Background: an optimization exercise with open tools, aiming at small area, a short achievable clock period and few clock cycles per item. Do not read the settings as production practice.
RTL that was checked went through simulation tests only; none was proved equivalent to the original.
Only the layout flow was run in runs 1 and 5; the RTL was not checked for function there.

==> flow/design.v <==
module e3_fa(input a, input b, input c, output s, output co);
  assign s = a ^ b ^ c;
  assign co = (a & b) | (a & c) | (b & c);
endmodule
module e3_seln(input s1, input s2, input s3, input a, input b, input c, output yn);
  assign yn = ~((s1 & a) | (s2 & b) | (s3 & c));
endmodule
module e3_low(input rn0, input rn1, input dn, input yn0, input yn1, input x1,
              output s1, output s2, output s3, output cinn, output dno, output qn0, output qn1);
  wire un0, un1, wn0, wn1;
  e3_fa f1(.a(rn0), .b(dn), .c(yn0), .s(un0), .co(un1));
  e3_fa f2(.a(un1), .b(rn1), .c(yn1), .s(wn0), .co(wn1));
  wire b = ~wn0 ^ x1;
  assign s1 = ~un0 & b;
  assign s3 = ~un0 & ~b;
  assign s2 = un0 & ~wn0;
  assign cinn = un0 & wn0 & wn1;
  assign dno = wn1 | (wn0 & un0);
  assign qn0 = un0;
  assign qn1 = ~(s2 | s3);
endmodule
module e3_row(input [12:0] rn, input dn, input yn0, input yn1,
              input [12:0] x, input [14:0] x3,
              output [12:0] rno, output dno, output [1:0] qn);
  wire s1, s2, s3;
  wire [14:2] c;
  e3_low lo(.rn0(rn[0]), .rn1(rn[1]), .dn(dn), .yn0(yn0), .yn1(yn1), .x1(x[1]),
            .s1(s1), .s2(s2), .s3(s3), .cinn(c[2]), .dno(dno), .qn0(qn[0]), .qn1(qn[1]));
  wire [14:2] mn;
  genvar j;
  generate for (j = 2; j <= 12; j = j + 1) begin : sl
    e3_seln u(.s1(s1), .s2(s2), .s3(s3), .a(x[j]), .b(x[j-1]), .c(x3[j]), .yn(mn[j]));
  end endgenerate
  assign mn[13] = ~((s2 & x[12]) | (s3 & x3[13]));
  assign mn[14] = ~(s3 & x3[14]);
  generate for (j = 2; j <= 12; j = j + 1) begin : ad
    if (j < 12) begin : f
      e3_fa u(.a(rn[j]), .b(mn[j]), .c(c[j]), .s(rno[j-2]), .co(c[j+1]));
    end else begin : l
      e3_fa u(.a(rn[j]), .b(mn[j]), .c(c[j]), .s(rno[j-2]), .co(c[j+1]));
    end
  end endgenerate
  assign rno[11] = ~(mn[13] ^ c[13]);
  assign c[14] = mn[13] | c[13];
  assign rno[12] = ~(mn[14] ^ c[14]);
endmodule
module e3_chain(input [12:0] x, input [25:0] ycn, input first,
                input [12:0] srn, input sdn,
                output [12:0] orn, output odn,
                output [25:0] qn, output div);
  wire [14:0] x3;
  wire [13:1] k;
  assign x3[0] = x[0];
  assign x3[1] = x[1] ^ x[0];
  assign k[2] = x[1] & x[0];
  genvar i;
  generate for (i = 2; i <= 12; i = i + 1) begin : tx
    e3_fa u(.a(x[i]), .b(x[i-1]), .c(k[i]), .s(x3[i]), .co(k[i+1]));
  end endgenerate
  assign x3[13] = x[12] ^ k[13];
  assign x3[14] = x[12] & k[13];
  wire [12:0] rn [0:13];
  wire        dn [0:13];
  assign rn[0] = first ? ~x : srn;
  assign dn[0] = sdn | first;
  generate for (i = 0; i < 13; i = i + 1) begin : r
    e3_row u(.rn(rn[i]), .dn(dn[i]), .yn0(ycn[2*i]), .yn1(ycn[2*i+1]), .x(x), .x3(x3),
             .rno(rn[i+1]), .dno(dn[i+1]), .qn(qn[2*i+1:2*i]));
  end endgenerate
  assign orn = rn[13];
  assign odn = dn[13];
  assign div = (&(orn[12:1] ^ x[12:1])) & (orn[0] ^ odn);
endmodule
module e3_rom(input [7:0] a, output reg [31:0] g);
  always @(*) begin
    case (a)
      8'd1: g = 32'h22101202;
      8'd2: g = 32'h32120120;
      8'd3: g = 32'h21610101;
      8'd4: g = 32'h22122040;
      8'd5: g = 32'h15501040;
      8'd6: g = 32'h22240210;
      8'd7: g = 32'h1640120;
      8'd8: g = 32'h32104261;
      8'd9: g = 32'h43132122;
      8'd10: g = 32'h13212040;
      8'd11: g = 32'h21313510;
      8'd12: g = 32'h2242805;
      8'd13: g = 32'h12202242;
      8'd14: g = 32'h2210450;
      8'd15: g = 32'h34343215;
      8'd16: g = 32'h13123122;
      8'd17: g = 32'h1040546;
      8'd18: g = 32'h1610164;
      8'd19: g = 32'h21343191;
      8'd20: g = 32'h52322162;
      8'd21: g = 32'h4204021;
      8'd22: g = 32'h21018204;
      8'd23: g = 32'h340a2232;
      8'd24: g = 32'h22153224;
      8'd25: g = 32'h21084520;
      8'd26: g = 32'h20510120;
      8'd27: g = 32'h6483220f;
      8'd28: g = 32'h20132101;
      8'd29: g = 32'h52101045;
      8'd30: g = 32'h13212535;
      8'd31: g = 32'h21021613;
      8'd32: g = 32'hb0129420;
      8'd33: g = 32'h23405401;
      8'd34: g = 32'h45012822;
      8'd35: g = 32'h10126735;
      8'd36: g = 32'h70822540;
      8'd37: g = 32'h101232a0;
      8'd38: g = 32'h24640423;
      8'd39: g = 32'h70540105;
      8'd40: g = 32'hb8340120;
      8'd41: g = 32'h73107321;
      8'd42: g = 32'h5122310;
      8'd43: g = 32'h2621202a;
      8'd44: g = 32'h22521201;
      8'd45: g = 32'hc1235216;
      8'd46: g = 32'ha2021348;
      8'd47: g = 32'h46513705;
      8'd48: g = 32'h10122310;
      8'd49: g = 32'h40420132;
      8'd50: g = 32'h12054613;
      8'd51: g = 32'h12321670;
      8'd52: g = 32'h54322438;
      8'd53: g = 32'h40d02216;
      8'd54: g = 32'h52531613;
      8'd55: g = 32'h1c704921;
      8'd56: g = 32'h13251250;
      8'd57: g = 32'hd5010a3;
      8'd58: g = 32'h15021222;
      8'd59: g = 32'h27070405;
      8'd60: g = 32'ha0101379;
      8'd61: g = 32'h2104253;
      8'd62: g = 32'h64045042;
      8'd63: g = 32'h57223212;
      8'd64: g = 32'h34312610;
      8'd65: g = 32'h16402a22;
      8'd66: g = 32'h40164082;
      8'd67: g = 32'h10218316;
      8'd68: g = 32'h5a91502;
      8'd69: g = 32'h20a20221;
      8'd70: g = 32'h7520527;
      8'd71: g = 32'h4b801621;
      8'd72: g = 32'h24040402;
      8'd73: g = 32'h4e324040;
      8'd74: g = 32'h52842340;
      8'd75: g = 32'h82212805;
      8'd76: g = 32'hb1012640;
      8'd77: g = 32'h82237250;
      8'd78: g = 32'h42202107;
      8'd79: g = 32'h81208552;
      8'd80: g = 32'h502101b3;
      8'd81: g = 32'h26524e61;
      8'd82: g = 32'h42321054;
      8'd83: g = 32'h2122610;
      8'd84: g = 32'h21835704;
      8'd85: g = 32'h62d22205;
      8'd86: g = 32'h1853431;
      8'd87: g = 32'h227025b1;
      8'd88: g = 32'h222e1646;
      8'd89: g = 32'h1250123;
      8'd90: g = 32'h108102a2;
      8'd91: g = 32'h122c1205;
      8'd92: g = 32'h1207f43;
      8'd93: g = 32'h43126401;
      8'd94: g = 32'h31e20192;
      8'd95: g = 32'h21523224;
      8'd96: g = 32'h70402120;
      8'd97: g = 32'h92d65192;
      8'd98: g = 32'h26212381;
      8'd99: g = 32'h4354042;
      8'd100: g = 32'h310b4534;
      8'd101: g = 32'h2248312;
      8'd102: g = 32'h22240542;
      8'd103: g = 32'h22202423;
      8'd104: g = 32'h180a2b34;
      8'd105: g = 32'h40183e43;
      8'd106: g = 32'h85381202;
      8'd107: g = 32'h40425027;
      8'd108: g = 32'h70b16420;
      8'd109: g = 32'h10194040;
      8'd110: g = 32'h37502273;
      8'd111: g = 32'h12040e21;
      8'd112: g = 32'h32512322;
      8'd113: g = 32'h52b45615;
      8'd114: g = 32'h62483a02;
      8'd115: g = 32'h21234201;
      8'd116: g = 32'h7045046e;
      8'd117: g = 32'h28728b80;
      8'd118: g = 32'h43402180;
      8'd119: g = 32'h4021322;
      8'd120: g = 32'h61502215;
      8'd121: g = 32'h12319218;
      8'd122: g = 32'h15612613;
      8'd123: g = 32'h5522b1e0;
      8'd124: g = 32'h52810126;
      8'd125: g = 32'h7e505123;
      8'd126: g = 32'h25426a20;
      8'd127: g = 32'h6b224310;
      8'd128: g = 32'h10015312;
      default: g = 32'h0;
    endcase
  end
endmodule
module e3_gadd(input [12:0] prev, input [3:0] g, output [12:0] nxt);
  wire [4:0] k;
  assign k[0] = 1'b1;
  genvar i;
  generate for (i = 0; i < 4; i = i + 1) begin : f
    e3_fa u(.a(prev[i+1]), .b(g[i]), .c(k[i]), .s(nxt[i+1]), .co(k[i+1]));
  end endgenerate
  wire [12:5] h;
  assign h[5] = k[4];
  generate for (i = 5; i < 12; i = i + 1) begin : hh
    assign h[i+1] = h[i] & prev[i];
  end endgenerate
  assign nxt[12:5] = prev[12:5] ^ h[12:5];
  assign nxt[0] = prev[0];
endmodule
module euler3( input logic clk,
               input logic        reset,
               input logic        enable,
               input logic [63:0] max_value,
               output logic       results_valid,
               output logic [63:0] results
               );
  localparam C = 8;
  reg [63:0] y;
  reg        done;
  reg [1:0]  p;         
  reg        dv;        
  reg [C-1:0] fr;       
  reg        wide;      
  reg [7:0] addr;
  reg [12:0] x0;        
  reg [12:0] x1;        
  reg [12:0] x2;        
  reg [12:0] x3;        
  reg [12:0] x4;        
  reg [12:0] x5;        
  reg [12:0] x6;        
  reg [12:0] x7;        
  wire [32:0] xw = {x2[6:0], x1, x0};    
  reg [12:0] srn0; reg sdn0;
  reg [12:0] srn1; reg sdn1;
  reg [12:0] srn2; reg sdn2;
  reg [12:0] srn3; reg sdn3;
  reg [12:0] srn4; reg sdn4;
  reg [12:0] srn5; reg sdn5;
  reg [12:0] srn6; reg sdn6;
  reg [12:0] srn7; reg sdn7;
  wire [32:0] wr = {srn2[6:0], srn1, srn0};   
  reg        wrun, wp2, winc;
  assign results = y;
  assign results_valid = done;
  wire idle = reset | ~enable;
  wire hi2 = |y[63:52];
  wire hi1 = |y[51:26];
  wire first = (p == 2'd0);
  wire last = hi2 ? (p == 2'd2) : hi1 ? (p == 2'd1) : 1'b1;
  wire [25:0] ycn = ~((p == 2'd0) ? y[25:0] : (p == 2'd1) ? y[51:26] : {14'b0, y[63:52]});
  wire [C-1:0] div;
  wire [12:0] orn0; wire odn0; wire [25:0] qn0;
  e3_chain ch0(.x(x0), .ycn(ycn), .first(first), .srn(srn0), .sdn(sdn0),
               .orn(orn0), .odn(odn0), .qn(qn0), .div(div[0]));
  wire [12:0] orn1; wire odn1; wire [25:0] qn1;
  e3_chain ch1(.x(x1), .ycn(ycn), .first(first), .srn(srn1), .sdn(sdn1),
               .orn(orn1), .odn(odn1), .qn(qn1), .div(div[1]));
  wire [12:0] orn2; wire odn2; wire [25:0] qn2;
  e3_chain ch2(.x(x2), .ycn(ycn), .first(first), .srn(srn2), .sdn(sdn2),
               .orn(orn2), .odn(odn2), .qn(qn2), .div(div[2]));
  wire [12:0] orn3; wire odn3; wire [25:0] qn3;
  e3_chain ch3(.x(x3), .ycn(ycn), .first(first), .srn(srn3), .sdn(sdn3),
               .orn(orn3), .odn(odn3), .qn(qn3), .div(div[3]));
  wire [12:0] orn4; wire odn4; wire [25:0] qn4;
  e3_chain ch4(.x(x4), .ycn(ycn), .first(first), .srn(srn4), .sdn(sdn4),
               .orn(orn4), .odn(odn4), .qn(qn4), .div(div[4]));
  wire [12:0] orn5; wire odn5; wire [25:0] qn5;
  e3_chain ch5(.x(x5), .ycn(ycn), .first(first), .srn(srn5), .sdn(sdn5),
               .orn(orn5), .odn(odn5), .qn(qn5), .div(div[5]));
  wire [12:0] orn6; wire odn6; wire [25:0] qn6;
  e3_chain ch6(.x(x6), .ycn(ycn), .first(first), .srn(srn6), .sdn(sdn6),
               .orn(orn6), .odn(odn6), .qn(qn6), .div(div[6]));
  wire [12:0] orn7; wire odn7; wire [25:0] qn7;
  e3_chain ch7(.x(x7), .ycn(ycn), .first(first), .srn(srn7), .sdn(sdn7),
               .orn(orn7), .odn(odn7), .qn(qn7), .div(div[7]));
  wire divany = |div;
  wire [C-1:0] fsel = div & ~(div - 1'b1);    
  wire [C-1:0] usel = dv ? fr : fsel;
  reg  [25:0] qn;              
  always @(*) begin
    qn = 0;
    if (usel[0]) qn = qn | qn0;
    if (usel[1]) qn = qn | qn1;
    if (usel[2]) qn = qn | qn2;
    if (usel[3]) qn = qn | qn3;
    if (usel[4]) qn = qn | qn4;
    if (usel[5]) qn = qn | qn5;
    if (usel[6]) qn = qn | qn6;
    if (usel[7]) qn = qn | qn7;
  end
  wire qone = (qn == 26'd1);
  wire [32:1] z;
  genvar g;
  generate for (g = 1; g <= 32; g = g + 1) begin : zz
    if (g == 32) begin : t assign z[g] = 1'b1; end
    else begin : n assign z[g] = z[g+1] & ~y[2*g+1] & ~y[2*g]; end
  end endgenerate
  wire yevbig = ~y[0] & (|y[63:2]);
  wire stop = ((|(x0[12:1] & z[12:1])) | (wide & (|({x2[6:0], x1} & z[32:13])))) & ~yevbig;
  wire [31:0] rg;
  e3_rom ur(.a(addr), .g(rg));
  wire [12:0] nx [0:7];
  e3_gadd ga0(.prev(x7), .g(rg[3:0]), .nxt(nx[0]));
  e3_gadd ga1(.prev(nx[0]), .g(rg[7:4]), .nxt(nx[1]));
  e3_gadd ga2(.prev(nx[1]), .g(rg[11:8]), .nxt(nx[2]));
  e3_gadd ga3(.prev(nx[2]), .g(rg[15:12]), .nxt(nx[3]));
  e3_gadd ga4(.prev(nx[3]), .g(rg[19:16]), .nxt(nx[4]));
  e3_gadd ga5(.prev(nx[4]), .g(rg[23:20]), .nxt(nx[5]));
  e3_gadd ga6(.prev(nx[5]), .g(rg[27:24]), .nxt(nx[6]));
  e3_gadd ga7(.prev(nx[6]), .g(rg[31:28]), .nxt(nx[7]));
  wire wq = wr[0] ^ y[0];
  wire [31:0] wa = wr[32:1] & {32{~winc}};
  wire [31:0] wb = xw[32:1] & {32{wq | winc}};
  wire [32:0] wk;
  wire [32:0] wadd;
  assign wk[0] = winc | wr[0] | y[0];
  genvar h;
  generate for (h = 0; h < 32; h = h + 1) begin : wa_
    e3_fa u(.a(wa[h]), .b(wb[h]), .c(wk[h]), .s(wadd[h]), .co(wk[h+1]));
  end endgenerate
  assign wadd[32] = wk[32];
  wire wmatch = (wadd == xw);
  wire winb = wp2 ? ~wq : y[0];
  always @(posedge clk) begin
    if (!wide) srn0 <= orn0;
    sdn0 <= odn0;
    if (!wide) srn1 <= orn1;
    sdn1 <= odn1;
    if (!wide) srn2 <= orn2;
    sdn2 <= odn2;
    srn3 <= orn3;
    sdn3 <= odn3;
    srn4 <= orn4;
    sdn4 <= odn4;
    srn5 <= orn5;
    sdn5 <= odn5;
    srn6 <= orn6;
    sdn6 <= odn6;
    srn7 <= orn7;
    sdn7 <= odn7;
    if (idle) begin
      y <= max_value;
      done <= 1'b0;
      p <= 2'd0;
      dv <= 1'b0;
      wide <= 1'b0;
      wrun <= 1'b0;
      wp2 <= 1'b0;
      winc <= 1'b0;
      addr <= 8'd1;
      x0 <= 13'd3;
      x1 <= 13'd5;
      x2 <= 13'd7;
      x3 <= 13'd11;
      x4 <= 13'd13;
      x5 <= 13'd17;
      x6 <= 13'd19;
      x7 <= 13'd23;
    end else if (!done) begin
      if (!wide) begin
        if (dv) begin
          case (p)
            2'd0: y[25:0] <= qn;
            2'd1: y[51:26] <= qn;
            default: y[63:52] <= qn[11:0];
          endcase
          if (last) begin dv <= 1'b0; p <= 2'd0; end
          else p <= p + 2'd1;
        end else if (first && stop) begin
          done <= 1'b1;
        end else if (!last) begin
          p <= p + 2'd1;
        end else begin
          p <= 2'd0;
          if (divany && yevbig) begin
            y <= {1'b0, y[63:1]};    
          end else if (divany) begin
            if (first) begin
              if (qone) done <= 1'b1;
              else y[25:0] <= qn;
            end else begin
              dv <= 1'b1;
              fr <= fsel;
            end
          end else begin
            if (addr == 8'd129) begin
              wide <= 1'b1;
              {x2[6:0], x1, x0} <= 33'd8193;
            end else begin
              addr <= addr + 1'b1;
              x0 <= nx[0];
              x1 <= nx[1];
              x2 <= nx[2];
              x3 <= nx[3];
              x4 <= nx[4];
              x5 <= nx[5];
              x6 <= nx[6];
              x7 <= nx[7];
            end
            if (yevbig) y <= {1'b0, y[63:1]};
          end
        end
      end else begin
        if (winc) begin
          winc <= 1'b0;
          {x2[6:0], x1, x0} <= {wadd[31:0], 1'b1};
        end else if (!wrun) begin
          if (stop) done <= 1'b1;
          else begin
            wrun <= 1'b1;
            addr <= 0;
            {srn2[6:0], srn1, srn0} <= xw;
          end
        end else begin
          {srn2[6:0], srn1, srn0} <= wadd;
          y <= {winb, y[63:1]};
          addr <= addr + 1'b1;
          if (addr[5:0] == 6'd63) begin
            if (!wp2) begin
              if (wmatch) begin wp2 <= 1'b1; {srn2[6:0], srn1, srn0} <= xw; end
              else begin wrun <= 1'b0; winc <= 1'b1; end
            end else begin
              wp2 <= 1'b0;
              wrun <= 1'b0;
            end
          end
        end
      end
    end
  end
endmodule
==> flow/run.sh <==
#!/bin/bash
# synth_recipe.tcl (not shown) runs the flow's synth.tcl, then flattens the netlist and writes it again
# the make line also repeats each setting of config.mk as NAME=value (left out here)
make -C /OpenROAD-flow-scripts/flow DESIGN_CONFIG=/design/flow/config.mk WORK_HOME=/design/flow/orfs CLKGATE_MAP_FILE= SYNTH_SCRIPT=/design/flow/synth_recipe.tcl finish
==> flow/config.mk <==
export PLATFORM = sky130hd
export DESIGN_NAME = euler3
export DESIGN_NICKNAME = euler3
export VERILOG_FILES = /design/flow/design.v
export SDC_FILE = /design/flow/constraint.sdc
export NUM_CORES = 8
export LEC_CHECK = 0
export ABC_CLOCK_PERIOD_IN_PS = 200000
export CAP_MARGIN = 20
export CORE_MARGIN = 2
export CORE_UTILIZATION = 40
export PLACE_DENSITY = 0.45
export SLEW_MARGIN = 20
export SYNTH_HIERARCHICAL = 1
export SYNTH_MEMORY_MAX_BITS = 65536
export SYNTH_MINIMUM_KEEP_SIZE = 0
==> flow/constraint.sdc <==
create_clock -name core_clock -period 250.0 [get_ports {clk}]
set_input_delay 50.0000 -clock core_clock [delete_from_list [all_inputs] [get_ports {clk}]]
set_output_delay 50.0000 -clock core_clock [all_outputs]
set_load 0.01 [all_outputs]
==> key figures, run 1 <==
Synthesis
  – Yosys top cell area share: 0.3938
  – Synth cell types: 104
  – FF+latch count, synth: 304
  – Largest cells by area after synthesis: fa_1 (39%), a222oi_1 (15%), dfxtp_1 (5.9%)
  – Post-synth EDFFs: 78
  – Cell Area, Synth: around 0.076 sq mm
  – Sequential fraction of the synthesis area: 0.08981
  – YS warnings: 9
  – Cell taking the most area after synthesis: fa_1
  – Ys flop type: dfxtp_1
  – Asr flop ratio synth: 0
  – Post-synthesis cell count: 7074
  – Synth Area per Inst: 10.81 sq um
  – Mapped Nets: just under 9000

Timing
  – Final min period: around 53000 ps
  – Final Cycle Share: 0.2108
  – Highest Clock Rate: 18.98 MHz
  – Final-report hold violation count: 0
  – Fin Setup TNS: 0 ps
  – Unrepaired setup endpoints after global routing: no
  – Clock skew: 81.37 ps
  – Setup ws final: 197310 ps
  – Hold_ws: 491.2 ps
  – Setup-failing EPs final: 0
  – Worst-Margin Slew: roughly 1200 ps
  – Slew margin rel.: 0.1614
  – Slew Viols, Final: 0

Worst setup path
  – Worst r2r dst: y[21]
  – Flop2flop setup slack: 202100 ps
  – Worst EP required: ~250000 ps
  – R2r startpoint: p[1]
  – CP Class: primary input to flip-flop
  – WP data arrival: 53300 ps
  – CP startpoint kind: primary input
  – Crit. End Element: flip-flop
  – Crit path max fanout: 22
  – R2R depth: 110

Detailed routing
  – Vias per cell: approximately 7.1
  – ANT nets after route: 0
  – First-pass DRT Iterations: 14
  – # DRC: 0
  – Total number of vias: 70170
  – DRT iter0 DRCs: 13540
  – Detailed-route wire length: roughly 360 mm
  – Routed wire length per instance: 36.29 microns

Worst hold path
  – Worst hold stages: 2
  – Hold Path Class: flip-flop to flip-flop
  – Hold Path Sink: x5[1]
  – Hold path start: x5[1]

Floorplan
  – Cell Rows: between 150 and 200
  – Die Area: between 0.15 and 0.2 sq mm
  – Core area: 0.1900 sq mm
  – Initial core utilization: 0.4025
  – # IOs: 132
  – Vert. Die Dim: 441.2 microns
  – Die width: 441.2 microns

Final layout
  – Fin cells: 9855
  – Final #Nets: 9059
  – Leading cell type in the layout, fill and taps excluded: fa_1
  – Post-layout util: 0.4427
  – Share of cells above drive strength 1: 0.1320
  – Number of flip-flops in the largest register: 64
  – Storage element area: slightly below 0.007 sq mm
  – Commonest cells after routing, fill and taps aside: fa_1 (1504), a222oi_1 (1171), nand2_1 (454)
  – Area delta synth->final: 9.990%
  – # fillers: 18300
  – Biggest register: y
  – Finished Cell Area: 0.08410 sq mm
  – Area of the multi-input gates: 0.06753 sq mm

CTS
  – Worst-path clk slew: 70 ps
  – Post-cts resize count: 0
  – CTS max path bufs: 3
  – Clk sinks: about 300
  – Number of setup buffers added after CTS: 0
  – CTS tree: done
  – H-tree depth: 2
  – Clock latency on the worst-skew pair: around 730 ps
  – CTS root buf: clkbuf_16
  – CTS Hold Bufs: 0
  – Number of buffers created by CTS: 46

Placement
  – Pre-CTS WS: between 150000 and 200000 ps
  – DP Cell Count: roughly 9800
  – Count of buffers from port buffering: 131
  – DP Area: 0.08233 sq mm
  – Detailed-placement wirelength estimate: 265.8 mm
  – Placer Congestion: approximately 0.99

GRT
  – Global Route Usage Sum: 0.3625
  – Gr busiest metal: met2
  – Total grt overflow: 0
  – GR Util met2: 0.5521
  – First-pass GRT wire length: 515.8 mm
  – GRT met3 Usage: 0.08171
  – Initial antenna violation count: 11
  – M1 GR Usage: 0.4819
  – Largest net degree at the start of global routing: ~170
  – Vias in the first global route: 70160

Outcome
  – Status: complete, no violations

Run
  – Max-cap check violation count: 0
==> worst max-delay path by stage <==
| stage | startpoint | endpoint | slack [ps] | depth (start not counted) |
|---|---|---|---|---|
| final | reset | srn2[1] | 197310 | 6 |
| after global routing | reset | srn2[0] | 197160 | 6 |
| after CTS | reset | srn0[10] | 197330 | 6 |
| after detailed placement | reset | srn0[10] | 196630 | 6 |
| after global placement | reset | srn1[8] | 196670 | 6 |
| after floorplan | reset | y[26] | 197650 | 5 |
==> cell usage after synthesis (all sizes together) (38+ instances only) <==
cell / count
nor2b: 192
and2: 38
mux2i: 178
fa: 1504
ha: 195
nor2: 426
clkbuf: 146
xnor2: 119
dfxtp: 226
and3: 143
a211oi: 55
o31ai: 38
buf: 109
nand2b: 41
nor3: 60
a21o: 109
a222oi: 1171
and2b: 105
a22o: 105
o21ai: 127
nand2: 455
nand3: 81
a21oi: 219
edfxtp: 78
inv: 326
xor2: 342
==> critical path: stages <==
cell and delay [ps]:
clkdlybuf4s50_1 460, nand2b_4 170, nor3_2 810, o21a_1 790
o21a_1 770, a221o_1 270
==> Yosys stat by module, one instance, submodules excluded <==
module    copies in the design  cells inside  cell area (sq um)
e3_low                     104             8              63.81
e3_gadd                      8            10              107.6
e3_seln                   1144             1              10.01
e3_row                     104             6              41.29
e3_rom                       1           806               4895
e3_fa                     1504             1              20.02
euler3                       1          1692              15230
e3_chain                     8            49              372.9
==> routing by layer <==
layer / up-vias / wire length, microns
met5: - / 0
met4: 0 / 21390
met3: 622 / 37020
met2: 4513 / 158500
met1: 36500 / 140800
li1: 28530 / -
==> area by class of cell <==
class,instances,area share
Inverter,330,0.01473
Timing Repair Buffer,426,0.04261
Antenna cell,13,0.0003868
Sequential cell,304,0.08196
Multi-Input combinational cell,6185,0.8030
Clock buffer,51,0.01477
Clock inverter,35,0.005192
Tap cell,2511,0.03736
==> cell families after synthesis <==
family / after synthesis / synth area share
compound gates: 2141 / 0.2464
xor+xnor: 461 / 0.05359
fa+ha+maj: 1699 / 0.4257
buf+inv: 585 / 0.03271
flops: 304 / 0.08981
mux: 201 / 0.02757
other cells: 8 / 0.0003928
simple gates: 1675 / 0.1238
==> inputs of run 2 (changes only) <==
--- a/flow/design.v
+++ b/flow/design.v
@@ -259,3 +259,3 @@
   assign results_valid = done;
-  wire idle = reset | ~enable;
+  reg idle;
   wire hi2 = |y[63:52];
@@ -338,3 +338,11 @@
   wire winb = wp2 ? ~wq : y[0];
+  wire stop_adv = ~yevbig & (|(nx[0][12:1] & z[12:1]));
+  wire [12:1] zq;
+  generate for (g = 1; g <= 12; g = g + 1) begin : zqq
+    if (g == 12) begin : t assign zq[g] = ~qn[25] & ~qn[24]; end
+    else begin : n assign zq[g] = zq[g+1] & ~qn[2*g+1] & ~qn[2*g]; end
+  end endgenerate
+  wire stop_div = |(x0[12:1] & zq);
   always @(posedge clk) begin
+    idle <= reset | ~enable;
     if (!wide) srn0 <= orn0;
@@ -394,3 +402,6 @@
               if (qone) done <= 1'b1;
-              else y[25:0] <= qn;
+              else begin
+                y[25:0] <= qn;
+                if (stop_div) done <= 1'b1;
+              end
             end else begin
@@ -413,2 +424,3 @@
               x7 <= nx[7];
+              if (stop_adv) done <= 1'b1;
             end
==> key figures, run 2 <==
Timing
  – Final-report hold violation count: 0 (unchanged)
  – Unrepaired setup endpoints after global routing: no (unchanged)
  – Final Cycle Share: 0.2088 (was 0.2108)
  – Setup-failing EPs final: 0 (unchanged)
  – Final min period: 52190 ps (was 52690 ps)
  – Clock skew: 75.76 ps (was 81.37 ps)
  – Highest Clock Rate: 19.16 MHz (was 18.98 MHz)
  – Slew margin rel.: 0.1340 (was 0.1614)
  – Fin Setup TNS: 0 ps (unchanged)
  – Slew Viols, Final: 0 (unchanged)
  – Setup ws final: 197810 ps (was 197310 ps)
  – Worst-Margin Slew: 1290 ps (was 1246 ps)

GRT
  – GRT met3 Usage: 0.07031 (was 0.08171)
  – Largest net degree at the start of global routing: 96 (was 172)
  – Total grt overflow: 0 (unchanged)
  – Global Route Usage Sum: 0.3740 (was 0.3625)
  – Initial antenna violation count: 18 (was 11)
  – GR Util met2: 0.6005 (was 0.5521)
  – Gr busiest metal: met2 (unchanged)
  – M1 GR Usage: 0.4619 (was 0.4819)
  – Vias in the first global route: 71170 (was 70160)
  – First-pass GRT wire length: 528.6 mm (was 515.8 mm)

Floorplan
  – Initial core utilization: 0.4023 (was 0.4025)
  – Cell Rows: 160 (unchanged)
  – Die Area: 0.1946 sq mm (was 0.1947 sq mm)
  – Vert. Die Dim: 441.1 microns (was 441.2 microns)
  – Die width: 441.1 microns (was 441.2 microns)
  – # IOs: 132 (unchanged)
  – Core area: 0.1900 sq mm (unchanged)

CTS
  – CTS Hold Bufs: 0 (unchanged)
  – CTS max path bufs: 3 (unchanged)
  – CTS tree: done (unchanged)
  – Clock latency on the worst-skew pair: 740 ps (was 730 ps)
  – Number of setup buffers added after CTS: 0 (unchanged)
  – Clk sinks: 305 (was 304)
  – Worst-path clk slew: 60 ps (was 70 ps)
  – H-tree depth: 2 (unchanged)
  – Number of buffers created by CTS: 51 (was 46)
  – CTS root buf: clkbuf_16 (unchanged)
  – Post-cts resize count: 0 (unchanged)

Run
  – Max-cap check violation count: 0 (unchanged)

Detailed routing
  – Total number of vias: 71230 (was 70170)
  – DRT iter0 DRCs: 14270 (was 13540)
  – Vias per cell: 7.191 (was 7.120)
  – ANT nets after route: 0 (unchanged)
  – Detailed-route wire length: 369.3 mm (was 357.6 mm)
  – # DRC: 0 (unchanged)
  – Routed wire length per instance: 37.29 microns (was 36.29 microns)
  – First-pass DRT Iterations: 15 (was 14)

Final layout
  – Area delta synth->final: 10.19% (was 9.990%)
  – Final #Nets: 9101 (was 9059)
  – Leading cell type in the layout, fill and taps excluded: fa_1 (unchanged)
  – Number of flip-flops in the largest register: 64 (unchanged)
  – Share of cells above drive strength 1: 0.1340 (was 0.1320)
  – Fin cells: 9905 (was 9855)
  – Commonest cells after routing, fill and taps aside: fa_1 (1504), a222oi_1 (1186), nand2_1 (460) (was fa_1 (1504), a222oi_1 (1171), nand2_1 (454))
  – Biggest register: y (unchanged)
  – Finished Cell Area: 0.08421 sq mm (was 0.08410 sq mm)

Placement
  – DP Cell Count: 9791 (was 9753)
  – Detailed-placement wirelength estimate: 273.0 mm (was 265.8 mm)
  – Count of buffers from port buffering: 131 (unchanged)
  – Pre-CTS WS: 198540 ps (was 196630 ps)
  – DP Area: 0.08240 sq mm (was 0.08233 sq mm)
  – Placer Congestion: 1.006 (was 0.9912)

Synthesis
  – Mapped Nets: 8859 (was 8840)
  – Post-synth EDFFs: 78 (unchanged)
  – Yosys top cell area share: 0.3940 (was 0.3938)
  – Ys flop type: dfxtp_1 (unchanged)
  – Post-synthesis cell count: 7093 (was 7074)
  – Top-count cell post-synth: fa_1 (unchanged)
  – Cell taking the most area after synthesis: fa_1 (unchanged)
  – Asr flop ratio synth: 0 (unchanged)
  – Cell Area, Synth: 0.07642 sq mm (was 0.07646 sq mm)
  – FF+latch count, synth: 305 (was 304)
  – Top post-synthesis cells by count: fa_1 (1504), a222oi_1 (1186), nand2_1 (460), nor2_1 (414), inv_1 (332) (was fa_1 (1504), a222oi_1 (1171), nand2_1 (454), nor2_1 (426), xor2_1 (334))
  – YS warnings: 9 (unchanged)
  – Sequential fraction of the synthesis area: 0.09011 (was 0.08981)
  – Synth cell types: 96 (was 104)
  – Synth Area per Inst: 10.77 sq um (was 10.81 sq um)
  – Largest cells by area after synthesis: fa_1 (39%), a222oi_1 (16%), dfxtp_1 (5.9%) (was fa_1 (39%), a222oi_1 (15%), dfxtp_1 (5.9%))

Worst setup path
  – Max incr delay on CP: 790 ps (was 810 ps)
  – Worst EP required: 200000 ps (was 250610 ps)
  – CP Class: flip-flop to output pin (was primary input to flip-flop)
  – Bufs and invs on worst path: 1 (unchanged)
  – Delay-heaviest family, CP: flip-flops (was compound AO/OA/AOI/OAI gates)
  – Flop2flop setup slack: 201630 ps (was 202100 ps)
  – Critical path's slowest cell: edfxtp_1 (was nor3_2)
  – Crit path max fanout: 5 (was 22)
  – CP startpoint kind: flip-flop (was primary input)
  – Crit. End Element: output pin (was flip-flop)
  – Critical Path, Cell by Cell: clkdlybuf4s50_1 (was clkdlybuf4s50_1 -> nand2b_4 -> nor3_2 -> o21a_1 -> o21a_1 -> a221o_1)
  – WP data arrival: 2190 ps (was 53300 ps)

Worst hold path
  – Hold Path Class: flip-flop to flip-flop (unchanged)

Outcome
  – Status: complete, no violations (unchanged)
[run 2: cell types whose count changed in the layout (fill, tap and decap cells not counted), sizes merged, moves of 18 or more]
| cell | change |
|---|---|
| a221o | -22 |
| xnor2 | +18 |
| clkbuf | +19 |
| a21oi | +22 |
| o21a | -22 |
| a22oi | +37 |
| o22ai | -23 |
| o211ai | +22 |
| xor2 | -18 |
[run 2: cells by family (layout without fill, tap and decap cells)]
group | Yosys count | in the layout | synth area share
AO/OA/AOI/OAI | 2174 | 2174 | 0.2486
XOR/XNOR | 461 | 461 | 0.05362
adder cells (fa/ha/maj) | 1699 | 1699 | 0.4259
buffers and inverters | 591 | 876 | 0.03191
flip-flops | 305 | 305 | 0.09011
multiplexers | 192 | 192 | 0.02642
other | 8 | 24 | 0.0003929
AND/OR/NAND/NOR | 1663 | 1663 | 0.1230
[run 2: final timing paths]
kind              startpoint     endpoint  cells after the start
setup / recovery       y[51]  results[51]                      1
hold / removal          p[0]         p[0]                      2
setup reg to reg        p[0]        y[14]                    110
hold reg to reg         p[0]         p[0]                      2
[run 2: through the flow]
step                hold WS [ps]    util
global placement           465.9  0.4337
finish                     478.2  0.4432
floorplan                  453.6       -
detailed placement         471.8  0.4337
global route               496.5  0.4432
CTS                        480.1  0.4429
[run 2: layout make-up]
| cell class | count | area (sq um) |
|---|---|---|
| Fill cell | 18320 | 105800 |
| Multi-Input combinational cell | 6197 | 67440 |
| Sequential cell | 305 | 6917 |
| Timing Repair Buffer | 444 | 3666 |
| Tap cell | 2511 | 3142 |
| Clock buffer | 69 | 1476 |
| Inverter | 336 | 1261 |
| Clock inverter | 27 | 266.5 |
| Antenna cell | 16 | 40.04 |
[run 2: layer usage]
layer | up-vias | share of wire | routed length [microns]
li1 | 28660 | - | -
met1 | 37250 | 0.36 | 134500
met2 | 4472 | 0.46 | 171700
met3 | 845 | 0.095 | 34930
met4 | 8 | 0.076 | 28070
met5 | - | 0.00012 | 46
[run 2: Yosys stat by module (local to each module, per instance)]
module	flip-flops and latches	cells inside	copies in the design
e3_gadd	0	10	8
e3_seln	0	1	1144
euler3	305	1711	1
e3_row	0	6	104
e3_chain	0	49	8
e3_fa	0	1	1504
e3_low	0	8	104
e3_rom	0	806	1
Testbench counts of run 2, summed over its fixed seeds: cycles 22,952, items 192.
==> inputs of run 3 (changes only) <==
--- a/flow/design.v
+++ b/flow/design.v
@@ -236,2 +236,3 @@
   reg [C-1:0] fr;       
+  reg [1:0]  rl;        
   reg        wide;      
@@ -326,4 +327,4 @@
   wire wq = wr[0] ^ y[0];
-  wire [31:0] wa = wr[32:1] & {32{~winc}};
-  wire [31:0] wb = xw[32:1] & {32{wq | winc}};
+  wire [31:0] wa = wr[32:1];
+  wire [31:0] wb = xw[32:1] & {32{wq & ~winc}};
   wire [32:0] wk;
@@ -389,3 +390,3 @@
           endcase
-          if (last) begin dv <= 1'b0; p <= 2'd0; end
+          if (p == rl) begin dv <= 1'b0; p <= 2'd0; end
           else p <= p + 2'd1;
@@ -407,4 +408,9 @@
             end else begin
+              case (p)
+                2'd1: y[51:26] <= qn;
+                default: y[63:52] <= qn[11:0];
+              endcase
               dv <= 1'b1;
               fr <= fsel;
+              rl <= p - 2'd1;
             end
@@ -446,3 +452,4 @@
             if (!wp2) begin
-              if (wmatch) begin wp2 <= 1'b1; {srn2[6:0], srn1, srn0} <= xw; end
+              {srn2[6:0], srn1, srn0} <= xw;
+              if (wmatch) wp2 <= 1'b1;
               else begin wrun <= 1'b0; winc <= 1'b1; end
--- a/flow/config.mk
+++ b/flow/config.mk
@@ -8,7 +8,7 @@
 export ABC_CLOCK_PERIOD_IN_PS = 200000
-export CAP_MARGIN = 20
+export CAP_MARGIN = 0
 export CORE_MARGIN = 2
-export CORE_UTILIZATION = 40
-export PLACE_DENSITY = 0.45
-export SLEW_MARGIN = 20
+export CORE_UTILIZATION = 55
+export PLACE_DENSITY = 0.6
+export SLEW_MARGIN = 0
 export SYNTH_HIERARCHICAL = 1
==> key figures, run 3 <==
GRT
  – Global Route Usage Sum: 0.4616 (was 0.3740)
  – Initial antenna violation count: 14 (was 18)
  – First-pass GRT wire length: 487.6 mm (was 528.6 mm)
  – Total grt overflow: 0 (unchanged)
  – Largest net degree at the start of global routing: 97 (was 96)
  – Vias in the first global route: 71200 (was 71170)

Worst setup path
  – Worst r2r dst: y[16] (was y[14])
  – Max incr delay on CP: 890 ps (was 790 ps)
  – CP startpoint kind: flip-flop (unchanged)
  – Worst EP required: 200000 ps (about the same)
  – R2R depth: 109 (was 110)
  – Crit. Startpoint: done (was y[51])
  – Flop2flop setup slack: 201800 ps (was 201630 ps)
  – Delay-heaviest family, CP: buffers and inverters (was flip-flops)
  – CP Class: flip-flop to output pin (unchanged)
  – Crit path max fanout: 7 (was 5)
  – WP data arrival: 2080 ps (was 2190 ps)
  – R2r startpoint: p[0] (unchanged)
  – Critical path's slowest cell: clkdlybuf4s50_1 (was edfxtp_1)
  – Crit. path cell count: 1 (unchanged)
  – Critical Path, Cell by Cell: clkdlybuf4s50_1 (unchanged)
  – Worst Setup EP: results_valid (was results[51])
  – Bufs and invs on worst path: 1 (unchanged)
  – Crit. End Element: output pin (unchanged)

CTS
  – CTS max path bufs: 3 (unchanged)
  – Clock latency on the worst-skew pair: 660 ps (was 740 ps)
  – H-tree depth: 2 (unchanged)
  – CTS tree: done (unchanged)
  – Clk sinks: 307 (was 305)
  – Number of buffers created by CTS: 43 (was 51)
  – Post-cts resize count: 0 (unchanged)
  – CTS root buf: clkbuf_16 (unchanged)
  – Number of setup buffers added after CTS: 0 (unchanged)
  – Worst-path clk slew: 60 ps (about the same)
  – CTS Hold Bufs: 0 (unchanged)

Synthesis
  – Synth cell types: 97 (was 96)
  – Cell taking the most area after synthesis: fa_1 (unchanged)
  – Asr flop ratio synth: 0 (unchanged)
  – Sequential fraction of the synthesis area: 0.09064 (was 0.09011)
  – Cell Area, Synth: 0.07664 sq mm (was 0.07642 sq mm)
  – Post-synth EDFFs: 80 (was 78)
  – Top post-synthesis cells by count: fa_1 (1504), a222oi_1 (1187), nand2_1 (460), nor2_1 (430), inv_1 (358) (was fa_1 (1504), a222oi_1 (1186), nand2_1 (460), nor2_1 (414), inv_1 (332))
  – Synth Area per Inst: 10.70 sq um (was 10.77 sq um)
  – Yosys top cell area share: 0.3928 (was 0.3940)
  – Mapped Nets: 8936 (was 8859)
  – FF+latch count, synth: 307 (was 305)
  – YS warnings: 9 (unchanged)
  – Ys flop type: dfxtp_1 (unchanged)
  – Largest cells by area after synthesis: fa_1 (39%), a222oi_1 (16%), dfxtp_1 (5.9%) (unchanged)
  – Post-synthesis cell count: 7163 (was 7093)
  – Top-count cell post-synth: fa_1 (unchanged)

Detailed routing
  – DRT iter0 DRCs: 18100 (was 14270)
  – ANT nets after route: 0 (unchanged)
  – Detailed-route wire length: 332.4 mm (was 369.3 mm)
  – # DRC: 0 (unchanged)
  – Routed wire length per instance: 36.32 microns (was 37.29 microns)
  – Vias per cell: 8.017 (was 7.191)
  – Total number of vias: 73360 (was 71230)
  – First-pass DRT Iterations: 17 (was 15)

Outcome
  – Status: finished with violations (was complete, no violations)
  – Layout Check Fails: slew limit

Timing
  – Clock skew: 35.97 ps (was 75.76 ps)
  – Slew Viols, Final: 1 (was 0)
  – Final Cycle Share: 0.2083 (was 0.2088)
  – Highest Clock Rate: 19.20 MHz (was 19.16 MHz)
  – Fin Setup TNS: 0 ps (unchanged)
  – Final-report hold violation count: 0 (unchanged)
  – Slew margin rel.: -0.1705 (was 0.1340)
  – Unrepaired setup endpoints after global routing: no (unchanged)
  – Setup-failing EPs final: 0 (unchanged)
  – Worst-Margin Slew: 1756 ps (was 1290 ps)
  – Final min period: 52070 ps (was 52190 ps)

Final layout
  – # fillers: 11920 (was 18320)
  – Final #Nets: 9083 (was 9101)
  – Number of flip-flops in the largest register: 64 (unchanged)
  – Leading cell type in the layout, fill and taps excluded: fa_1 (unchanged)
  – Commonest cells after routing, fill and taps aside: fa_1 (1504), a222oi_1 (1187), nand2_1 (460) (was fa_1 (1504), a222oi_1 (1186), nand2_1 (460))
  – Area delta synth->final: 7.583% (was 10.19%)
  – Share of cells above drive strength 1: 0.1144 (was 0.1340)
  – Biggest register: y (unchanged)
  – Storage element area: 0.006977 sq mm (was 0.006917 sq mm)
  – Area of the multi-input gates: 0.06730 sq mm (was 0.06744 sq mm)

Placement
  – Placer Congestion: 1.031 (was 1.006)
  – Detailed-placement wirelength estimate: 240.6 mm (was 273.0 mm)
  – Count of buffers from port buffering: 131 (unchanged)

Worst hold path
  – Worst hold stages: 2 (unchanged)
  – Hold Path Class: flip-flop to flip-flop (unchanged)

Floorplan
  – Die width: 377.3 microns (was 441.1 microns)
  – Cell Rows: 136 (was 160)
  – Die Area: 0.1424 sq mm (was 0.1946 sq mm)
  – # IOs: 132 (unchanged)
  – Core area: 0.1378 sq mm (was 0.1900 sq mm)
  – Initial core utilization: 0.5561 (was 0.4023)
  – Vert. Die Dim: 377.3 microns (was 441.1 microns)

Run
  – Max-cap check violation count: 0 (unchanged)
==> run 3: changes by cell type in the layout (fill, tap and decap cells not counted), sizes merged, moves of 19 or more <==
| cell | delta |
|---|---|
| o211ai | -21 |
| and2 | +19 |
| nand3 | -34 |
| inv | +24 |
| buf | -70 |
| nor2b | -57 |
| a32o | +35 |
| a31oi | +22 |
| a211oi | +34 |
| o21ai | -29 |
| a311oi | +19 |
| nor3 | +42 |
==> run 3: metrics by stage <==
| stage | instance area (sq um) | hold WS, ps | std cells | utilization | worst slack, ps |
|---|---|---|---|---|---|
| after floorplan | 76640 | 464.5 | 7163 | - | 199520 |
| after global placement | 81000 | 486.9 | 9059 | 0.5877 | 198670 |
| after detailed placement | 81000 | 497.5 | 9059 | 0.5877 | 198660 |
| after CTS | 82420 | 502.8 | 9138 | 0.5980 | 197970 |
| after global routing | 82420 | 551.3 | 9138 | 0.5980 | 197900 |
| final | 82450 | 508.7 | 9151 | 0.5982 | 197930 |
==> run 3: cell type report <==
type	count	share of cell area
multi-input cells	6225	0.8162
flip-flops and latches	307	0.08461
well taps	1794	0.02722
diodes	13	0.0003945
clock inverters	22	0.002671
clock buffers	57	0.01455
repair buffers	373	0.03794
inverters	360	0.01639
==> run 3: how the worst min path moves through the flow <==
stage,from,endpoint,slack [ps]
floorplan,x3[0],x3[0],460
global placement,x4[0],x4[0],490
detailed placement,x4[0],x4[0],500
CTS,x4[0],x4[0],500
global route,x4[0],x4[0],550
finish,x4[0],x4[0],510
==> run 3: routing by layer <==
layer | track usage | vias up | part of all wire
li1 | - | 28800 | -
met1 | 0.6049 | 36850 | 0.35
met3 | 0.1786 | 1084 | 0.17
met5 | 0 | - | 0.00042
met4 | 0.2742 | 12 | 0.072
met2 | 0.6450 | 6614 | 0.41
==> run 3: cells by family after synthesis <==
logic type / after synthesis / synth area share
and+or+nand+nor: 1663 / 0.1218
adders and majority gates: 1706 / 0.4258
DFF: 307 / 0.09064
muxes: 171 / 0.02323
xor gates and xnor gates: 463 / 0.05369
AOI/OAI and AO/OA: 2214 / 0.2509
buffers and inverters: 631 / 0.03350
other: 8 / 0.0003918
==> run 3: worst register-to-register path: cells and delay by family, from the launching register on <==
family,cells,cell delay [ps]
simple gates,23,12910
buf+inv,5,1310
compound gates,15,4940
flops,1,360
fa+ha+maj,51,26260
xor+xnor,15,2130
==> run 3: modules after synthesis, one instance, submodules excluded <==
| module | cells | times used |
|---|---|---|
| e3_fa | 1 | 1504 |
| e3_rom | 773 | 1 |
| e3_low | 8 | 104 |
| e3_row | 6 | 104 |
| e3_seln | 1 | 1144 |
| e3_gadd | 10 | 8 |
| e3_chain | 49 | 8 |
| euler3 | 1814 | 1 |
Testbench counts of run 3, summed over its fixed seeds: cycles 22,634, items 192.
==> inputs of run 4 (changes only) <==
==> flow/flow/run.sh (new file) <==
#!/bin/bash
# The standard layout (the standard.sh, unchanged synthesis and steps), with one
# difference: the port buffers that buffer_ports inserts are sky130_fd_sc_hd__buf_2
# cells instead of the delay buffers it picks by default.
set -euo pipefail
export BUFFER_PORTS_ARGS="-buffer_cell sky130_fd_sc_hd__buf_2"
bash standard.sh > standard.log 2>&1
==> flow/standard.sh (new file) <==
#!/bin/bash
# synth_recipe.tcl (not shown) runs the flow's synth.tcl, then flattens the netlist and writes it again
# the make line also repeats each setting of config.mk as NAME=value (left out here)
make -C /OpenROAD-flow-scripts/flow DESIGN_CONFIG=/design/flow/config.mk WORK_HOME=/design/flow/orfs CLKGATE_MAP_FILE= SYNTH_SCRIPT=/design/flow/synth_recipe.tcl "${@:-finish}"
--- a/flow/config.mk
+++ b/flow/config.mk
@@ -8,7 +8,10 @@
 export ABC_CLOCK_PERIOD_IN_PS = 200000
-export CAP_MARGIN = 0
+export CAP_MARGIN = 10
 export CORE_MARGIN = 2
-export CORE_UTILIZATION = 55
-export PLACE_DENSITY = 0.6
-export SLEW_MARGIN = 0
+export CORE_UTILIZATION = 40
+export CTS_BUF_LIST = sky130_fd_sc_hd__clkbuf_16
+export CTS_CLUSTER_DIAMETER = 80
+export CTS_CLUSTER_SIZE = 20
+export PLACE_DENSITY = 0.45
+export SLEW_MARGIN = 10
 export SYNTH_HIERARCHICAL = 1
removed: flow/run.sh
==> key figures, run 4 <==
Outcome
  – Status: complete, no violations (was finished with violations)

Final layout
  – Final #Nets: 9137 (was 9083)
  – Number of flip-flops in the largest register: 64 (unchanged)
  – Biggest register: y (unchanged)
  – Leading cell type in the layout, fill and taps excluded: fa_1 (unchanged)
  – Share of cells above drive strength 1: 0.1398 (was 0.1144)
  – Fin cells: 9923 (was 9151)
  – # fillers: 18570 (was 11920)
  – Commonest cells after routing, fill and taps aside: fa_1 (1504), a222oi_1 (1187), nand2_1 (460) (unchanged)
  – Area delta synth->final: 8.641% (was 7.583%)

Synthesis
  – Compound-Gate Fraction of Synth Area: 0.2509 (unchanged)
  – Asr flop ratio synth: 0 (unchanged)
  – Post-synthesis simple-gate area fraction: 0.1218 (unchanged)
  – YS warnings: 9 (unchanged)
  – Synth Area per Inst: 10.70 sq um (unchanged)
  – Top-count cell post-synth: fa_1 (unchanged)
  – Synth cell types: 97 (unchanged)
  – Cell Area, Synth: 0.07664 sq mm (unchanged)
  – Yosys top cell area share: 0.3928 (unchanged)
  – Largest cells by area after synthesis: fa_1 (39%), a222oi_1 (16%), dfxtp_1 (5.9%) (unchanged)
  – Cell taking the most area after synthesis: fa_1 (unchanged)
  – Mapped Nets: 8936 (unchanged)
  – Top post-synthesis cells by count: fa_1 (1504), a222oi_1 (1187), nand2_1 (460), nor2_1 (430), inv_1 (358) (unchanged)
  – Post-synthesis cell count: 7163 (unchanged)
  – Sequential fraction of the synthesis area: 0.09064 (unchanged)
  – Synth Area in XOR/XNOR: 0.05369 (unchanged)
  – Post-synth EDFFs: 80 (unchanged)
  – Post-synthesis adder-cell area fraction: 0.4258 (unchanged)
  – Mux contribution to synthesized area: 0.02323 (unchanged)
  – Ys flop type: dfxtp_1 (unchanged)
  – Largest family of logic cells by synthesized area: adder cells (unchanged)
  – FF+latch count, synth: 307 (unchanged)

Floorplan
  – Die Area: 0.1951 sq mm (was 0.1424 sq mm)
  – Initial core utilization: 0.4030 (was 0.5561)
  – Vert. Die Dim: 441.7 microns (was 377.3 microns)
  – Core area: 0.1902 sq mm (was 0.1378 sq mm)
  – Cell Rows: 160 (was 136)
  – # IOs: 132 (unchanged)
  – Die width: 441.7 microns (was 377.3 microns)

Timing
  – Clock skew: 43.51 ps (was 35.97 ps)
  – Final min period: 51650 ps (was 52070 ps)
  – Slew Viols, Final: 0 (was 1)
  – Highest Clock Rate: 19.36 MHz (was 19.20 MHz)
  – Setup ws final: 198350 ps (was 197930 ps)
  – Unrepaired setup endpoints after global routing: no (unchanged)
  – Fin Setup TNS: 0 ps (unchanged)
  – Final Cycle Share: 0.2066 (was 0.2083)
  – Final-report hold violation count: 0 (unchanged)
  – Setup-failing EPs final: 0 (unchanged)
  – Worst-Margin Slew: 1339 ps (was 1756 ps)
  – Slew margin rel.: 0.1075 (was -0.1705)

Detailed routing
  – Met3 routed WL: 41.12 mm (was 55.48 mm)
  – DR WL met2: 165.8 mm (was 135.2 mm)
  – DRT iter0 DRCs: 15250 (was 18100)
  – First-pass DRT Iterations: 15 (was 17)
  – Vias per cell: 7.269 (was 8.017)
  – Detailed-route wire length: 375.0 mm (was 332.4 mm)
  – ANT nets after route: 0 (unchanged)
  – Met1 WL: 145.0 mm (was 117.6 mm)
  – Routed wire length per instance: 37.79 microns (was 36.32 microns)
  – # DRC: 0 (unchanged)
  – DR top layer: met5 (unchanged)
  – Total number of vias: 72130 (was 73360)

Placement
  – Count of buffers from port buffering: 131 (unchanged)
  – DP Cell Count: 9834 (was 9059)
  – Pre-CTS WS: 199040 ps (was 198660 ps)
  – Placer Congestion: 1.027 (was 1.031)
  – Detailed-placement wirelength estimate: 277.1 mm (was 240.6 mm)

Worst hold path
  – Hold Path Class: flip-flop to flip-flop (unchanged)
  – Hold path start: x3[12] (was x4[0])
  – Worst hold stages: 2 (unchanged)

Worst setup path
  – Crit. Startpoint: y[17] (was done)
  – CP startpoint kind: flip-flop (unchanged)
  – Crit path max fanout: 5 (was 7)
  – Delay-heaviest family, CP: flip-flops (was buffers and inverters)
  – R2r startpoint: p[0] (unchanged)
  – Crit. End Element: output pin (unchanged)
  – R2R depth: 109 (unchanged)
  – Critical Path, Cell by Cell: buf_2 (was clkdlybuf4s50_1)
  – Crit. path cell count: 1 (unchanged)
  – WP data arrival: 1650 ps (was 2080 ps)
  – Max incr delay on CP: 770 ps (was 890 ps)
  – CP Class: flip-flop to output pin (unchanged)
  – Worst EP required: 200000 ps (about the same)
  – Bufs and invs on worst path: 1 (unchanged)
  – Critical path's slowest cell: edfxtp_1 (was clkdlybuf4s50_1)

CTS
  – Worst-path clk slew: 70 ps (was 60 ps)
  – CTS Hold Bufs: 0 (unchanged)
  – Clock latency on the worst-skew pair: 660 ps (about the same)
  – H-tree depth: 2 (unchanged)
  – CTS max path bufs: 3 (unchanged)
  – CTS tree: done (unchanged)
  – Post-cts resize count: 0 (unchanged)
  – Number of setup buffers added after CTS: 0 (unchanged)
  – Number of buffers created by CTS: 39 (was 43)
  – Clk sinks: 307 (unchanged)
  – CTS root buf: clkbuf_16 (unchanged)

GRT
  – Global Route Usage Sum: 0.3745 (was 0.4616)
  – Total grt overflow: 0 (unchanged)
  – Vias in the first global route: 70870 (was 71200)
  – Largest net degree at the start of global routing: 86 (was 97)
  – Initial antenna violation count: 26 (was 14)
  – First-pass GRT wire length: 536.5 mm (was 487.6 mm)

Run
  – Max-cap check violation count: 0 (unchanged)
[run 4: path summary, 6_finish.rpt]
check / end / slack, ps
worst max-delay path: results[17] / 198350
worst min-delay path: x3[12] / 460
worst max register to register: y[12] / 201420
worst min register to register: x3[12] / 460
[run 4: area by class of cell]
cell class,count,area [sq um],share of cell area
inverter,360,1351,0.01623
clock buffer,42,1051,0.01262
timing repair buffer,431,2908,0.03492
multi-input combinational,6225,67470,0.8103
tap,2511,3142,0.03773
antenna,18,45.04,0.0005410
clock inverter,29,314.1,0.003772
sequential,307,6982,0.08385
[run 4: tightest hold or removal path: stages (launching register included)]
cell and delay (ps):
dfxtp_1 310, nand2_1 50, a21oi_1 50
[run 4: through the flow]
stage / util / hold slack [ps] / area, sq um
4_1_cts: 0.4375 / 459.0 / 83210
6_report: 0.4378 / 460.2 / 83260
3_5_place_dp: 0.4304 / 450.7 / 81850
2_1_floorplan: - / 464.5 / 76640
3_3_place_gp: 0.4304 / 448.0 / 81850
5_1_grt: 0.4376 / 494.0 / 83220
[run 4: cell families (layout without fill, tap and decap cells)]
kind of cell / count (synthesis) / count (layout)
simple gates: 1663 / 1663
xor+xnor: 463 / 463
flops: 307 / 307
buf+inv: 631 / 862
other cells: 8 / 26
mux: 171 / 171
compound gates: 2214 / 2214
fa+ha+maj: 1706 / 1706
[run 4: layer usage]
layer  vias to the layer above  global-route usage
li1                      28920                   -
met4                        14              0.1941
met5                         -                   0
met2                      4878              0.5711
met3                       762             0.07944
met1                     37550              0.5009
[run 4: per-module statistics from Yosys, one instance, submodules excluded]
module    flops+latches  copies in the design
e3_row                0                   104
e3_gadd               0                     8
e3_chain              0                     8
e3_seln               0                  1144
euler3              307                     1
e3_fa                 0                  1504
e3_rom                0                     1
e3_low                0                   104
==> inputs of run 5 (changes only) <==
--- a/flow/design.v
+++ b/flow/design.v
@@ -7,2 +7,8 @@
 endmodule
+module e3_xnor2(input a, input b, output y);
+  assign y = ~(a ^ b);
+endmodule
+module e3_p14(input mn13, input cn13, input mn14, output y);
+  assign y = ~(mn14 ^ (mn13 | cn13));
+endmodule
 module e3_low(input rn0, input rn1, input dn, input yn0, input yn1, input x1,
@@ -25,3 +31,3 @@
   wire s1, s2, s3;
-  wire [14:2] c;
+  wire [13:2] c;
   e3_low lo(.rn0(rn[0]), .rn1(rn[1]), .dn(dn), .yn0(yn0), .yn1(yn1), .x1(x[1]),
@@ -42,5 +48,4 @@
   end endgenerate
-  assign rno[11] = ~(mn[13] ^ c[13]);
-  assign c[14] = mn[13] | c[13];
-  assign rno[12] = ~(mn[14] ^ c[14]);
+  e3_xnor2 p13(.a(mn[13]), .b(c[13]), .y(rno[11]));
+  e3_p14 p14(.mn13(mn[13]), .cn13(c[13]), .mn14(mn[14]), .y(rno[12]));
 endmodule
==> key figures, run 5 <==
CTS
  – CTS max path bufs: 3 (unchanged)
  – Clock latency on the worst-skew pair: 720 ps (was 660 ps)
  – Number of buffers created by CTS: 44 (was 39)
  – Worst-path clk slew: 80 ps (was 70 ps)
  – CTS root buf: clkbuf_16 (unchanged)
  – CTS Hold Bufs: 0 (unchanged)
  – H-tree depth: 2 (unchanged)
  – Post-cts resize count: 0 (unchanged)
  – Clk sinks: 307 (unchanged)
  – Number of setup buffers added after CTS: 0 (unchanged)
  – CTS tree: done (unchanged)

Floorplan
  – # IOs: 132 (unchanged)
  – Die width: 440.6 microns (was 441.7 microns)
  – Initial core utilization: 0.4018 (was 0.4030)
  – Cell Rows: 160 (unchanged)
  – Vert. Die Dim: 440.6 microns (was 441.7 microns)
  – Die Area: 0.1941 sq mm (was 0.1951 sq mm)
  – Core area: 0.1898 sq mm (was 0.1902 sq mm)

Final layout
  – Fin cells: 9843 (was 9923)
  – Area delta synth->final: 9.120% (was 8.641%)
  – Biggest register: y (unchanged)
  – Final #Nets: 8945 (was 9137)
  – Share of cells above drive strength 1: 0.1588 (was 0.1398)
  – Commonest cells after routing, fill and taps aside: fa_1 (1504), a222oi_1 (1187), nor2_1 (532) (was fa_1 (1504), a222oi_1 (1187), nand2_1 (460))
  – Leading cell type in the layout, fill and taps excluded: fa_1 (unchanged)
  – Number of flip-flops in the largest register: 64 (unchanged)

GRT
  – Initial antenna violation count: 32 (was 26)
  – Vias in the first global route: 70470 (was 70870)
  – Largest net degree at the start of global routing: 168 (was 86)
  – Global Route Usage Sum: 0.3759 (was 0.3745)
  – Total grt overflow: 0 (unchanged)
  – First-pass GRT wire length: 532.6 mm (was 536.5 mm)

Synthesis
  – Post-synth EDFFs: 80 (unchanged)
  – Post-synthesis cell count: 7059 (was 7163)
  – Synth cell types: 98 (was 97)
  – Top post-synthesis cells by count: fa_1 (1504), a222oi_1 (1187), nor2_1 (534), nand2_1 (460), xor2_1 (329) (was fa_1 (1504), a222oi_1 (1187), nand2_1 (460), nor2_1 (430), inv_1 (358))
  – Mapped Nets: 8728 (was 8936)
  – Sequential fraction of the synthesis area: 0.09110 (was 0.09064)
  – Ys flop type: dfxtp_1 (unchanged)
  – Largest cells by area after synthesis: fa_1 (39%), a222oi_1 (16%), dfxtp_1 (6.0%) (was fa_1 (39%), a222oi_1 (16%), dfxtp_1 (5.9%))
  – Cell Area, Synth: 0.07625 sq mm (was 0.07664 sq mm)
  – Yosys top cell area share: 0.3949 (was 0.3928)
  – YS warnings: 9 (unchanged)
  – Asr flop ratio synth: 0 (unchanged)
  – Synth Area per Inst: 10.80 sq um (was 10.70 sq um)
  – FF+latch count, synth: 307 (unchanged)
  – Cell taking the most area after synthesis: fa_1 (unchanged)
  – Top-count cell post-synth: fa_1 (unchanged)

Worst setup path
  – Critical Path, Cell by Cell: buf_2 (unchanged)
  – Max incr delay on CP: 880 ps (was 770 ps)
  – Crit path max fanout: 7 (was 5)
  – Critical path's slowest cell: edfxtp_1 (unchanged)
  – CP Class: flip-flop to output pin (unchanged)
  – WP data arrival: 1850 ps (was 1650 ps)
  – CP startpoint kind: flip-flop (unchanged)
  – Bufs and invs on worst path: 1 (unchanged)
  – Flop2flop setup slack: 200370 ps (was 201420 ps)
  – Delay-heaviest family, CP: flip-flops (unchanged)
  – Crit. End Element: output pin (unchanged)
  – Worst EP required: 200000 ps (about the same)

Placement
  – DP Cell Count: 9740 (was 9834)
  – Count of buffers from port buffering: 131 (unchanged)
  – Placer Congestion: 1.035 (was 1.027)
  – Detailed-placement wirelength estimate: 275.2 mm (was 277.1 mm)

Timing
  – Slew margin rel.: 0.1162 (was 0.1075)
  – Setup-failing EPs final: 0 (unchanged)
  – Highest Clock Rate: 19.29 MHz (was 19.36 MHz)
  – Clock skew: 84.87 ps (was 43.51 ps)
  – Fin Setup TNS: 0 ps (unchanged)
  – Final Cycle Share: 0.2074 (was 0.2066)
  – Worst-Margin Slew: 1316 ps (was 1339 ps)
  – Final min period: 51850 ps (was 51650 ps)
  – Hold_ws: 469.0 ps (was 460.2 ps)
  – Final-report hold violation count: 0 (unchanged)
  – Unrepaired setup endpoints after global routing: no (unchanged)
  – Slew Viols, Final: 0 (unchanged)

Detailed routing
  – First-pass DRT Iterations: 13 (was 15)
  – Routed wire length per instance: 37.66 microns (was 37.79 microns)
  – Total number of vias: 71810 (was 72130)
  – Vias per cell: 7.296 (was 7.269)
  – Detailed-route wire length: 370.6 mm (was 375.0 mm)
  – DRT iter0 DRCs: 15380 (was 15250)
  – ANT nets after route: 0 (unchanged)
  – # DRC: 0 (unchanged)

Worst hold path
  – Hold Path Class: flip-flop to flip-flop (unchanged)

Outcome
  – Status: complete, no violations (unchanged)

Run
  – Max-cap check violation count: 0 (unchanged)
==> run 5: cell families (layout without fill, tap and decap cells) <==
family	count (synthesis)	count (layout)	synth area share
buffers and inverters	423	676	0.02343
AO/OA/AOI/OAI	2214	2214	0.2573
AND/OR/NAND/NOR	1767	1767	0.1276
adder cells (fa/ha/maj)	1602	1602	0.4109
multiplexers	171	171	0.02335
flip-flops	307	307	0.09110
other	8	28	0.0003938
XOR/XNOR	567	567	0.06591
==> run 5: area by class of cell <==
cell class	instances	area, sq um
sequential	307	6987
clock inverter	38	488.0
fill	18360	106600
inverter	152	570.5
multi-input combinational	6329	67870
timing repair buffer	442	3003
antenna	20	50.05
clock buffer	44	1101
tap	2511	3142
==> run 5: Yosys stat by module (local to each module, per instance) <==
| module | cells | flops+latches |
|---|---|---|
| e3_gadd | 10 | 0 |
| e3_p14 | 2 | 0 |
| e3_xnor2 | 1 | 0 |
| e3_rom | 773 | 0 |
| e3_low | 8 | 0 |
| e3_chain | 49 | 0 |
| e3_row | 2 | 0 |
| euler3 | 1814 | 307 |
| e3_seln | 1 | 0 |
| e3_fa | 1 | 0 |
==> run 5: routing by layer <==
layer	up-vias	share of wire	track usage
li1	28740	-	-
met1	37290	0.40	0.5254
met2	5003	0.42	0.5452
met3	772	0.11	0.07408
met4	14	0.064	0.2057
met5	-	0.00027	0
==> run 5: path summary, 6_finish.rpt <==
kind | cells after the start | start | endpoint
max | 1 | y[0] | results[0]
min | 2 | x5[9] | x5[9]
max reg2reg | 108 | p[0] | y[24]
min reg2reg | 2 | x5[9] | x5[9]
==> run 5: worst reg2reg max path, delay by kind of cell (launching register included) <==
kind	cells	cell delay, ps
XOR/XNOR	15	2290
multiplexers	1	670
AND/OR/NAND/NOR	23	12880
adder cells (fa/ha/maj)	50	27150
AO/OA/AOI/OAI	15	4100
buffers and inverters	4	1770
flip-flops	1	370
==> run 5: through the flow <==
stage	utilization	setup slack [ps]	cell area, sq um
final	0.4384	198150	83210
after detailed placement	0.4297	198920	81550
after floorplan	-	199520	76250
after global routing	0.4382	198230	83160
after CTS	0.4381	198160	83140
after global placement	0.4297	198920	81550

==> separate check: timing with driven ports <==
The results above use ideal ports. As a check the final layouts listed here were re-extracted and re-timed, cells and wires unchanged.
Step 1: set_driving_cell puts a clkbuf_16 on clk and a buf_2 on each other input, an assumption about the parent block.
Step 2, shift: input delay + t, output delay - t, t = (earliest + latest rising clock arrival at the registers) / 2. This alone moves slack from input paths to output paths.
a / b / c = ideal / step 1 / step 2; a / b = the first two.
run | t, ns | setup slack, ns | hold WS [ns] | clock arrival spread, ns | cell pins on the clock port's net
run 1 | 0.772 | 197.306 / 197.363 / 196.591 | 0.491 / 0.491 / 0.491 | 0.081 / 0.081 | 1
run 2 | 0.780 | 197.810 / 197.729 / 198.350 | 0.478 / 0.478 / 0.478 | 0.076 / 0.075 | 1
run 3 | 0.720 | 197.925 / 197.846 / 198.565 | 0.509 / 0.509 / 0.509 | 0.036 / 0.036 | 1
run 4 | 0.726 | 198.346 / 198.261 / 198.986 | 0.460 / 0.460 / 0.460 | 0.044 / 0.043 | 1
run 5 | 0.760 | 198.152 / 198.066 / 198.826 | 0.469 / 0.469 / 0.469 | 0.084 / 0.085 | 1
For run 1, which loses most, drivers alone change the setup slack by +0.057 ns; drivers and shift together by -0.715 ns.
